What follows belongs to an exercise in optimizing a design on an open flow for small area; a production flow would make more cautious choices. Where RTL was checked, it was by simulation tests only, not by an equivalence proof against the original. Power is estimated from default activity; no workload was simulated.

Setup of the baseline:
==> flow/design.v <==
module clock_cell_dffr(
	input wire ck,
	input wire rn,
	input wire d,
	output wire out
);
reg out_reg;
assign out = out_reg;
always @(posedge ck or negedge rn)
begin
	if(!rn)
		out_reg <= 1'b0;
	else
		out_reg <= d;
end
endmodule
module clock_logic_cross_sync_0(
	input  wire clock,
	input  wire resetn,
	input  wire data_in,
	output wire data_out
);
wire data_metastable;
clock_cell_dffr clock_domain_cross_sync(
	.ck(clock),
	.rn(resetn),
	.d(data_in),
	.out(data_metastable)
);
clock_cell_dffr meta_stable_remover(
	.ck(clock),
	.rn(resetn),
	.d(data_metastable),
	.out(data_out)
);
endmodule
module clock_logic_delay_chain_0(
	input  wire clock,
	input  wire resetn,
	input  wire data_in,
	output wire data_delay_1,
	output wire data_delay_2,
	output wire data_delay_3,
	output wire data_delay_4
);
reg [4:1] delay;
assign data_delay_1 = delay[1];
assign data_delay_2 = delay[2];
assign data_delay_3 = delay[3];
assign data_delay_4 = delay[4];
always @(posedge clock or negedge resetn)
begin
	if(~resetn)
		delay <= 4'b0;
	else
		delay <= {delay[3:1], data_in};
end
endmodule
module clock_route_control_div(
	input  wire clock,
	input  wire async_resetn,
	input  wire async_enable,
	output  reg async_enable_ack,
	input  wire async_update,
	output wire async_update_ack,
	input  wire [7:0] mfi,
	input  wire [7:0] mfn,
	input  wire [7:0] mfd,
	output wire control_path_data0_or_gate,
	output wire control_path_data1_and_gate
);
reg en_s1, enable, up_s1, update, update_prev;
reg [7:0] mfi_int, mfn_int_n, mfd_int;   
wire [7:0] mfn_int = ~mfn_int_n;
reg [7:0] rem_s;   
reg remainder_overflow;
reg counter_in_1;
reg data1_clk, pre_data0_clk;
reg [7:0] ratio_samp;
genvar i;
wire update_edge = update & ~update_prev;
assign async_update_ack = update_prev;
reg [7:0] count;
wire [7:0] cnt = count;
wire [7:0] addend = mfn_int & {8{counter_in_1}};
wire [8:0] ca;
wire [7:0] sum;
assign ca[0] = remainder_overflow & counter_in_1;
wire [8:0] cs;
wire [7:0] dm1;
assign cs[0] = 1'b0;
generate for (i = 0; i < 8; i = i + 1) begin : g_acc
	assign sum[i] = rem_s[i] ^ addend[i] ^ ca[i];
	assign ca[i+1] = (rem_s[i] & addend[i]) | (rem_s[i] & ca[i]) | (addend[i] & ca[i]);
	assign dm1[i] = sum[i] ^ ~mfd_int[i] ^ cs[i];
	assign cs[i+1] = (sum[i] & ~mfd_int[i]) | (sum[i] & cs[i]) | (~mfd_int[i] & cs[i]);
end endgenerate
wire gt = cs[8];
wire take = counter_in_1 & gt;
wire [7:0] rem_next = take ? dm1 : sum;
wire ovf_next = counter_in_1 ? gt : remainder_overflow;
wire [8:0] ci;
wire [7:0] podf;
assign ci[0] = remainder_overflow;
generate for (i = 0; i < 8; i = i + 1) begin : g_podf
	assign podf[i] = mfi_int[i] ^ ci[i];
	assign ci[i+1] = mfi_int[i] & ci[i];
end endgenerate
wire podf_is_1 = (mfi_int[7:1] == 7'd0) & (mfi_int[0] ^ remainder_overflow);
wire load = podf_is_1 | (async_enable_ack & counter_in_1 & enable);
wire [8:0] bd;
wire [7:0] cm1;
assign bd[0] = 1'b1;
generate for (i = 0; i < 8; i = i + 1) begin : g_dec
	assign cm1[i] = count[i] ^ bd[i];
	assign bd[i+1] = ~count[i] & bd[i];
end endgenerate
wire cnt_zero = bd[8];
wire [7:0] shortx = {1'b0, ratio_samp[7:1]};
wire [8:0] g1;
assign g1[0] = 1'b0;
generate for (i = 0; i < 8; i = i + 1) begin : g_cmp1
	assign g1[i+1] = (cnt[i] & ~shortx[i]) | (g1[i] & (cnt[i] | ~shortx[i]));
end endgenerate
wire d1_next = g1[8];
wire [8:0] g2;
assign g2[0] = 1'b0;
generate for (i = 0; i < 8; i = i + 1) begin : g_cmp2
	assign g2[i+1] = (cm1[i] & ~shortx[i]) | (g2[i] & (cm1[i] | ~shortx[i]));
end endgenerate
wire d0_next = ratio_samp[0] ? (g2[8] & ~cnt_zero) : g1[8];
always @(posedge clock or negedge async_resetn)
begin
	if (~async_resetn) begin
		en_s1 <= 1'b0; enable <= 1'b0;
		up_s1 <= 1'b0; update <= 1'b0; update_prev <= 1'b0;
		mfi_int <= 8'd0; mfn_int_n <= 8'hff; mfd_int <= 8'd0;
		rem_s <= 8'd0; remainder_overflow <= 1'b0;
		async_enable_ack <= 1'b0;
		counter_in_1 <= 1'b1;
		count <= 8'd0;
		ratio_samp <= 8'd0;
		data1_clk <= 1'b0; pre_data0_clk <= 1'b0;
	end else begin
		en_s1 <= async_enable; enable <= en_s1;
		up_s1 <= async_update; update <= up_s1; update_prev <= update;
		if (update_edge) begin
			mfi_int <= mfi; mfn_int_n <= ~mfn; mfd_int <= mfd;
		end
		rem_s <= update_edge ? {8{ovf_next}} : rem_next;
		if (counter_in_1) begin
			remainder_overflow <= gt;
			async_enable_ack <= enable;
			ratio_samp <= podf;
		end
		counter_in_1 <= podf_is_1 | (count == 8'd2) | ~async_enable_ack;
		count <= load ? podf : (cm1 & {8{async_enable_ack}});
		data1_clk <= d1_next;
		pre_data0_clk <= d0_next;
	end
end
assign control_path_data0_or_gate = pre_data0_clk;
assign control_path_data1_and_gate = data1_clk;
endmodule
Settings: LEC_CHECK=0, CAP_MARGIN=20, CORE_MARGIN=2, CORE_UTILIZATION=40, SETUP_SLACK_MARGIN=-0.3, SLEW_MARGIN=20; clock period 5.0 ns.
standard.sh (not shown) runs the stock make flow with config.mk's settings and CLKGATE_MAP_FILE= SYNTH_SCRIPT=/design/flow/synth_recipe.tcl, a recipe that flattens the netlist after the stock synthesis.
==> flow/flow/run.sh <==
#!/bin/bash
# Standard synthesis and layout, with three changes to how the layout is made:
# the combinational logic is re-mapped for area before floorplanning
# (flow/restructure.tcl), port buffers use the smallest buffer, and the
# clock tree is built without dummy loads.
set -e
mkdir -p rmp_work
export PRE_FLOORPLAN_TCL=$PWD/flow/restructure.tcl
export BUFFER_PORTS_ARGS="-buffer_cell sky130_fd_sc_hd__buf_1"
export CTS_ARGS="-sink_clustering_enable -repair_clock_nets -dont_use_dummy_load -buf_list sky130_fd_sc_hd__clkbuf_4"
bash standard.sh > standard.log 2>&1
==> flow/flow/filter_lib.py <==
#!/usr/bin/env python3
"""Write a copy of a liberty file without the cells that match the given
don't-use patterns (shell-style), so that ABC inside restructure cannot pick them."""
import fnmatch, re, sys

src, dst = sys.argv[1], sys.argv[2]
patterns = sys.argv[3].split()
text = open(src).read()
out = []
pos = 0
dropped = []
for m in re.finditer(r'\n(\s*)cell\s*\(\s*"?([\w]+)"?\s*\)\s*\{', text):
    if m.start() < pos:
        continue
    name = m.group(2)
    if not any(fnmatch.fnmatchcase(name, p) for p in patterns):
        continue
    # find the matching closing brace
    depth = 0
    i = m.end() - 1
    while True:
        c = text[i]
        if c == '{':
            depth += 1
        elif c == '}':
            depth -= 1
            if depth == 0:
                break
        i += 1
    out.append(text[pos:m.start()])
    pos = i + 1
    dropped.append(name)
out.append(text[pos:])
open(dst, 'w').write(''.join(out))
print("filter_lib: dropped %d cells: %s" % (len(dropped), ' '.join(dropped)))
==> flow/flow/restructure.tcl <==
# PRE_FLOORPLAN hook: re-map the combinational logic of the standard
# synthesis netlist for area with OpenROAD's restructure (ABC). Registers,
# their names and cell types are left as synthesis made them. ABC gets a
# copy of the library without the platform's don't-use cells.
set work [file dirname $::env(FLOW_OUT)]
set lib [lindex $::env(LIB_FILES) 0]
set rlib $work/rmp_lib.lib
exec python3 $work/flow/filter_lib.py $lib $rlib $::env(DONT_USE_CELLS) >@ stdout
set_dont_use $::env(DONT_USE_CELLS)
report_design_area
restructure -target area -liberty_file $rlib \
  -tielo_port sky130_fd_sc_hd__conb_1/LO -tiehi_port sky130_fd_sc_hd__conb_1/HI \
  -work_dir $work/rmp_work -abc_logfile $work/rmp_abc.log
report_design_area
Changes in the candidate relative to the baseline:
--- a/flow/design.v
+++ b/flow/design.v
@@ -69,10 +69,9 @@
 	output wire control_path_data0_or_gate,
 	output wire control_path_data1_and_gate
 );
 reg en_s1, enable, up_s1, update, update_prev;
-reg [7:0] mfi_int, mfn_int_n, mfd_int;   
-wire [7:0] mfn_int = ~mfn_int_n;
+reg [7:0] mfi_int, mfn_int, mfd_int;
 reg [7:0] rem_s;   
 reg remainder_overflow;
 reg counter_in_1;
 reg data1_clk, pre_data0_clk;
@@ -133,9 +132,9 @@
 begin
 	if (~async_resetn) begin
 		en_s1 <= 1'b0; enable <= 1'b0;
 		up_s1 <= 1'b0; update <= 1'b0; update_prev <= 1'b0;
-		mfi_int <= 8'd0; mfn_int_n <= 8'hff; mfd_int <= 8'd0;
+		mfi_int <= 8'd0; mfn_int <= 8'd0; mfd_int <= 8'd0;
 		rem_s <= 8'd0; remainder_overflow <= 1'b0;
 		async_enable_ack <= 1'b0;
 		counter_in_1 <= 1'b1;
 		count <= 8'd0;
@@ -144,9 +143,9 @@
 	end else begin
 		en_s1 <= async_enable; enable <= en_s1;
 		up_s1 <= async_update; update <= up_s1; update_prev <= update;
 		if (update_edge) begin
-			mfi_int <= mfi; mfn_int_n <= ~mfn; mfd_int <= mfd;
+			mfi_int <= mfi; mfn_int <= mfn; mfd_int <= mfd;
 		end
 		rem_s <= update_edge ? {8{ovf_next}} : rem_next;
 		if (counter_in_1) begin
 			remainder_overflow <= gt;
==> comparison <==
- Post-route fraction of the period consumed by the critical path down 6.0 points in the candidate wrt the baseline
- The candidate vs the baseline — area of the multi-input gates dropped about 2%.
- The baseline → the candidate: total non-filler cell area in the finished layout decreased by 38 sq um relative to the old numbers; combinational power increased by about 6% relative to the old numbers; total power increased by 2.8% relative to the old numbers; worst setup slack increased by 0.30 ns relative to the old numbers; synthesized area closely matched the old numbers.
- | critical path depth | the baseline vs the candidate | ≈ equal |
- [the candidate] share of power burned in registers fell 1.1 points relative to the baseline
No functional check of the RTL was part of the baseline.

job 101:
clock_route_control_div, a different RTL version from the one above (not shown whole).
Size: roughly 58 flip-flops, roughly 32 I/O pins.
==> module clock_route_control_div, before the edit <==
module clock_route_control_div(
	input  wire clock,
	input  wire async_resetn,
	input  wire async_enable,
	output  reg async_enable_ack,
	input  wire async_update,
	output wire async_update_ack,
	input  wire [7:0] mfi,
	input  wire [7:0] mfn,
	input  wire [7:0] mfd,
	output wire control_path_data0_or_gate,
	output wire control_path_data1_and_gate
);
reg en_s1, enable, up_s1, update, update_prev;
reg [7:0] mfi_int, mfn_int, mfd_int;
reg [7:0] rem_n;   
reg remainder_overflow;
reg counter_in_1;
reg data1_clk, pre_data0_clk;
reg [7:0] ratio_samp;
genvar i;
wire update_edge = update & ~update_prev;
assign async_update_ack = update_prev;
reg [7:0] count_n;   
wire [7:0] cnt = ~count_n;
wire [7:0] addend_n = ~(mfn_int & {8{counter_in_1}});
wire [8:0] ca;
wire [7:0] nsum;
assign ca[0] = ~(remainder_overflow & counter_in_1);
wire [8:0] cs;
wire [7:0] ndm1;
assign cs[0] = 1'b1;
generate for (i = 0; i < 8; i = i + 1) begin : g_acc
	assign nsum[i] = rem_n[i] ^ addend_n[i] ^ ca[i];
	assign ca[i+1] = (rem_n[i] & addend_n[i]) | (ca[i] & (rem_n[i] ^ addend_n[i]));
	assign ndm1[i] = nsum[i] ^ mfd_int[i] ^ cs[i];
	assign cs[i+1] = (nsum[i] & mfd_int[i]) | (cs[i] & (nsum[i] ^ mfd_int[i]));
end endgenerate
wire gt = ~cs[8];
wire take = counter_in_1 & gt;
wire [7:0] rem_next = take ? ndm1 : nsum;
wire ovf_next = counter_in_1 ? gt : remainder_overflow;
wire [8:0] ci;
wire [7:0] podf;
assign ci[0] = remainder_overflow;
generate for (i = 0; i < 8; i = i + 1) begin : g_podf
	assign podf[i] = mfi_int[i] ^ ci[i];
	assign ci[i+1] = mfi_int[i] & ci[i];
end endgenerate
wire podf_is_1 = (mfi_int[7:1] == 7'd0) & (mfi_int[0] ^ remainder_overflow);
wire load = podf_is_1 | (async_enable_ack & counter_in_1 & enable);
wire [8:0] bd;
wire [7:0] cm1_n;    
assign bd[0] = 1'b1;
generate for (i = 0; i < 8; i = i + 1) begin : g_dec
	assign cm1_n[i] = count_n[i] ^ bd[i];
	assign bd[i+1] = count_n[i] & bd[i];
end endgenerate
wire [7:0] cm1 = ~cm1_n;
wire cnt_zero = bd[8];
wire [7:0] shortx = {1'b0, ratio_samp[7:1]};
wire [8:0] g1;
assign g1[0] = 1'b0;
generate for (i = 0; i < 8; i = i + 1) begin : g_cmp1
	assign g1[i+1] = (cnt[i] & ~shortx[i]) | (g1[i] & (cnt[i] | ~shortx[i]));
end endgenerate
wire d1_next = g1[8];
wire [8:0] g2;
assign g2[0] = 1'b0;
generate for (i = 0; i < 8; i = i + 1) begin : g_cmp2
	assign g2[i+1] = (cm1[i] & ~shortx[i]) | (g2[i] & (cm1[i] | ~shortx[i]));
end endgenerate
wire d0_next = ratio_samp[0] ? (g2[8] & ~cnt_zero) : g1[8];
always @(posedge clock or negedge async_resetn)
begin
	if (~async_resetn) begin
		en_s1 <= 1'b0; enable <= 1'b0;
		up_s1 <= 1'b0; update <= 1'b0; update_prev <= 1'b0;
		mfi_int <= 8'd0; mfn_int <= 8'd0; mfd_int <= 8'd0;
		rem_n <= 8'hff; remainder_overflow <= 1'b0;
		async_enable_ack <= 1'b0;
		counter_in_1 <= 1'b1;
		count_n <= 8'hff;
		ratio_samp <= 8'd0;
		data1_clk <= 1'b0; pre_data0_clk <= 1'b0;
	end else begin
		en_s1 <= async_enable; enable <= en_s1;
		up_s1 <= async_update; update <= up_s1; update_prev <= update;
		if (update_edge) begin
			mfi_int <= mfi; mfn_int <= mfn; mfd_int <= mfd;
		end
		rem_n <= update_edge ? {8{~ovf_next}} : rem_next;
		if (counter_in_1) begin
			remainder_overflow <= gt;
			async_enable_ack <= enable;
			ratio_samp <= podf;
		end
		counter_in_1 <= podf_is_1 | (count_n == 8'hfd) | ~async_enable_ack;
		count_n <= load ? ~podf : (cm1_n | {8{~async_enable_ack}});
		data1_clk <= d1_next;
		pre_data0_clk <= d0_next;
	end
end
assign control_path_data0_or_gate = pre_data0_clk;
assign control_path_data1_and_gate = data1_clk;
endmodule
export LEC_CHECK = 0
export CAP_MARGIN = 20
export CORE_MARGIN = 2
export CORE_UTILIZATION = 40
export SLEW_MARGIN = 20
create_clock -name core_clock -period 5.0 [get_ports {clock}]
==> flow/flow/run.sh <==
#!/bin/bash
# Standard synthesis and layout; port buffers use the smallest buffer and
# the clock tree is built without dummy loads.
set -e
export BUFFER_PORTS_ARGS="-buffer_cell sky130_fd_sc_hd__buf_1"
export CTS_ARGS="-sink_clustering_enable -repair_clock_nets -dont_use_dummy_load -buf_list sky130_fd_sc_hd__clkbuf_4"
bash standard.sh > standard.log 2>&1
### job 101 -> job 102
--- a/flow/design.v
+++ b/flow/design.v
@@ -71,32 +71,33 @@
 );
 reg en_s1, enable, up_s1, update, update_prev;
 reg [7:0] mfi_int, mfn_int, mfd_int;
-reg [7:0] rem_n;   
+reg [7:0] rem_s;   
 reg remainder_overflow;
-reg counter_in_1;
+reg counter_in_1_n;   
+wire counter_in_1 = ~counter_in_1_n;
 reg data1_clk, pre_data0_clk;
 reg [7:0] ratio_samp;
 genvar i;
 wire update_edge = update & ~update_prev;
 assign async_update_ack = update_prev;
-reg [7:0] count_n;   
-wire [7:0] cnt = ~count_n;
-wire [7:0] addend_n = ~(mfn_int & {8{counter_in_1}});
+reg [7:0] count;
+wire [7:0] cnt = count;
+wire [7:0] addend = mfn_int & {8{counter_in_1}};
 wire [8:0] ca;
-wire [7:0] nsum;
-assign ca[0] = ~(remainder_overflow & counter_in_1);
+wire [7:0] sum;
+assign ca[0] = remainder_overflow & counter_in_1;
 wire [8:0] cs;
-wire [7:0] ndm1;
-assign cs[0] = 1'b1;
+wire [7:0] dm1;
+assign cs[0] = 1'b0;
 generate for (i = 0; i < 8; i = i + 1) begin : g_acc
-	assign nsum[i] = rem_n[i] ^ addend_n[i] ^ ca[i];
-	assign ca[i+1] = (rem_n[i] & addend_n[i]) | (ca[i] & (rem_n[i] ^ addend_n[i]));
-	assign ndm1[i] = nsum[i] ^ mfd_int[i] ^ cs[i];
-	assign cs[i+1] = (nsum[i] & mfd_int[i]) | (cs[i] & (nsum[i] ^ mfd_int[i]));
+	assign sum[i] = rem_s[i] ^ addend[i] ^ ca[i];
+	assign ca[i+1] = (rem_s[i] & addend[i]) | (ca[i] & (rem_s[i] ^ addend[i]));
+	assign dm1[i] = sum[i] ^ ~mfd_int[i] ^ cs[i];
+	assign cs[i+1] = (sum[i] & ~mfd_int[i]) | (cs[i] & (sum[i] ^ ~mfd_int[i]));
 end endgenerate
-wire gt = ~cs[8];
+wire gt = cs[8];
 wire take = counter_in_1 & gt;
-wire [7:0] rem_next = take ? ndm1 : nsum;
+wire [7:0] rem_next = take ? dm1 : sum;
 wire ovf_next = counter_in_1 ? gt : remainder_overflow;
 wire [8:0] ci;
 wire [7:0] podf;
@@ -108,13 +109,12 @@
 wire podf_is_1 = (mfi_int[7:1] == 7'd0) & (mfi_int[0] ^ remainder_overflow);
 wire load = podf_is_1 | (async_enable_ack & counter_in_1 & enable);
 wire [8:0] bd;
-wire [7:0] cm1_n;    
+wire [7:0] cm1;
 assign bd[0] = 1'b1;
 generate for (i = 0; i < 8; i = i + 1) begin : g_dec
-	assign cm1_n[i] = count_n[i] ^ bd[i];
-	assign bd[i+1] = count_n[i] & bd[i];
+	assign cm1[i] = count[i] ^ bd[i];
+	assign bd[i+1] = ~count[i] & bd[i];
 end endgenerate
-wire [7:0] cm1 = ~cm1_n;
 wire cnt_zero = bd[8];
 wire [7:0] shortx = {1'b0, ratio_samp[7:1]};
 wire [8:0] g1;
@@ -135,10 +135,10 @@
 		en_s1 <= 1'b0; enable <= 1'b0;
 		up_s1 <= 1'b0; update <= 1'b0; update_prev <= 1'b0;
 		mfi_int <= 8'd0; mfn_int <= 8'd0; mfd_int <= 8'd0;
-		rem_n <= 8'hff; remainder_overflow <= 1'b0;
+		rem_s <= 8'd0; remainder_overflow <= 1'b0;
 		async_enable_ack <= 1'b0;
-		counter_in_1 <= 1'b1;
-		count_n <= 8'hff;
+		counter_in_1_n <= 1'b0;
+		count <= 8'd0;
 		ratio_samp <= 8'd0;
 		data1_clk <= 1'b0; pre_data0_clk <= 1'b0;
 	end else begin
@@ -147,14 +147,14 @@
 		if (update_edge) begin
 			mfi_int <= mfi; mfn_int <= mfn; mfd_int <= mfd;
 		end
-		rem_n <= update_edge ? {8{~ovf_next}} : rem_next;
+		rem_s <= update_edge ? {8{ovf_next}} : rem_next;
 		if (counter_in_1) begin
 			remainder_overflow <= gt;
 			async_enable_ack <= enable;
 			ratio_samp <= podf;
 		end
-		counter_in_1 <= podf_is_1 | (count_n == 8'hfd) | ~async_enable_ack;
-		count_n <= load ? ~podf : (cm1_n | {8{~async_enable_ack}});
+		counter_in_1_n <= ~(podf_is_1 | (count == 8'd2) | ~async_enable_ack);
+		count <= load ? podf : (cm1 & {8{async_enable_ack}});
 		data1_clk <= d1_next;
 		pre_data0_clk <= d0_next;
 	end
Findings:
met2 as the busiest metal layer after global routing was reported by job 102, and met1 by job 101. In the reports for job 102 and job 101, the larger proportion of power drawn by the clock network belongs to job 102. Going from job 101 to job 102, cell total after placement now sits higher, final critical path time including I/O delays and setup now sits higher, required time of the critical path now sits lower, internal power now sits lower, top fanout value on the critical path now sits lower.
No functional check of the RTL was part of job 102.

## separate check: timing with driven ports
The results above use ideal ports. As a check the final layouts listed here were re-extracted and re-timed, cells and wires unchanged. Step 1, drivers: a clkbuf_16 drives clock and a buf_2 each remaining input, both assumed. Step 2 moves the port delays by t, midway between the first and last clock arrival at a register: inputs arrive t later, outputs are due t later. That takes back most of the time a late clock gives input paths. Slacks: ideal ports / drivers / drivers and shift; pairs: ideal ports / drivers.
run	t (ns)	setup WS [ns]	hold slack, ns	worst setup path after step 2	cell pins on the clock port's net
the baseline	0.410	0.292 / 0.292 / 0.292	0.353 / 0.353 / 0.353	register to register	1
the candidate	0.408	0.589 / 0.589 / 0.589	0.348 / 0.348 / 0.348	register to register	1
job 101	0.401	0.282 / 0.282 / 0.282	0.356 / 0.356 / 0.356	register to register	1
job 102	0.409	0.244 / 0.244 / 0.244	0.356 / 0.356 / 0.356	register to register	1
After both steps setup and hold are still met in every run listed.
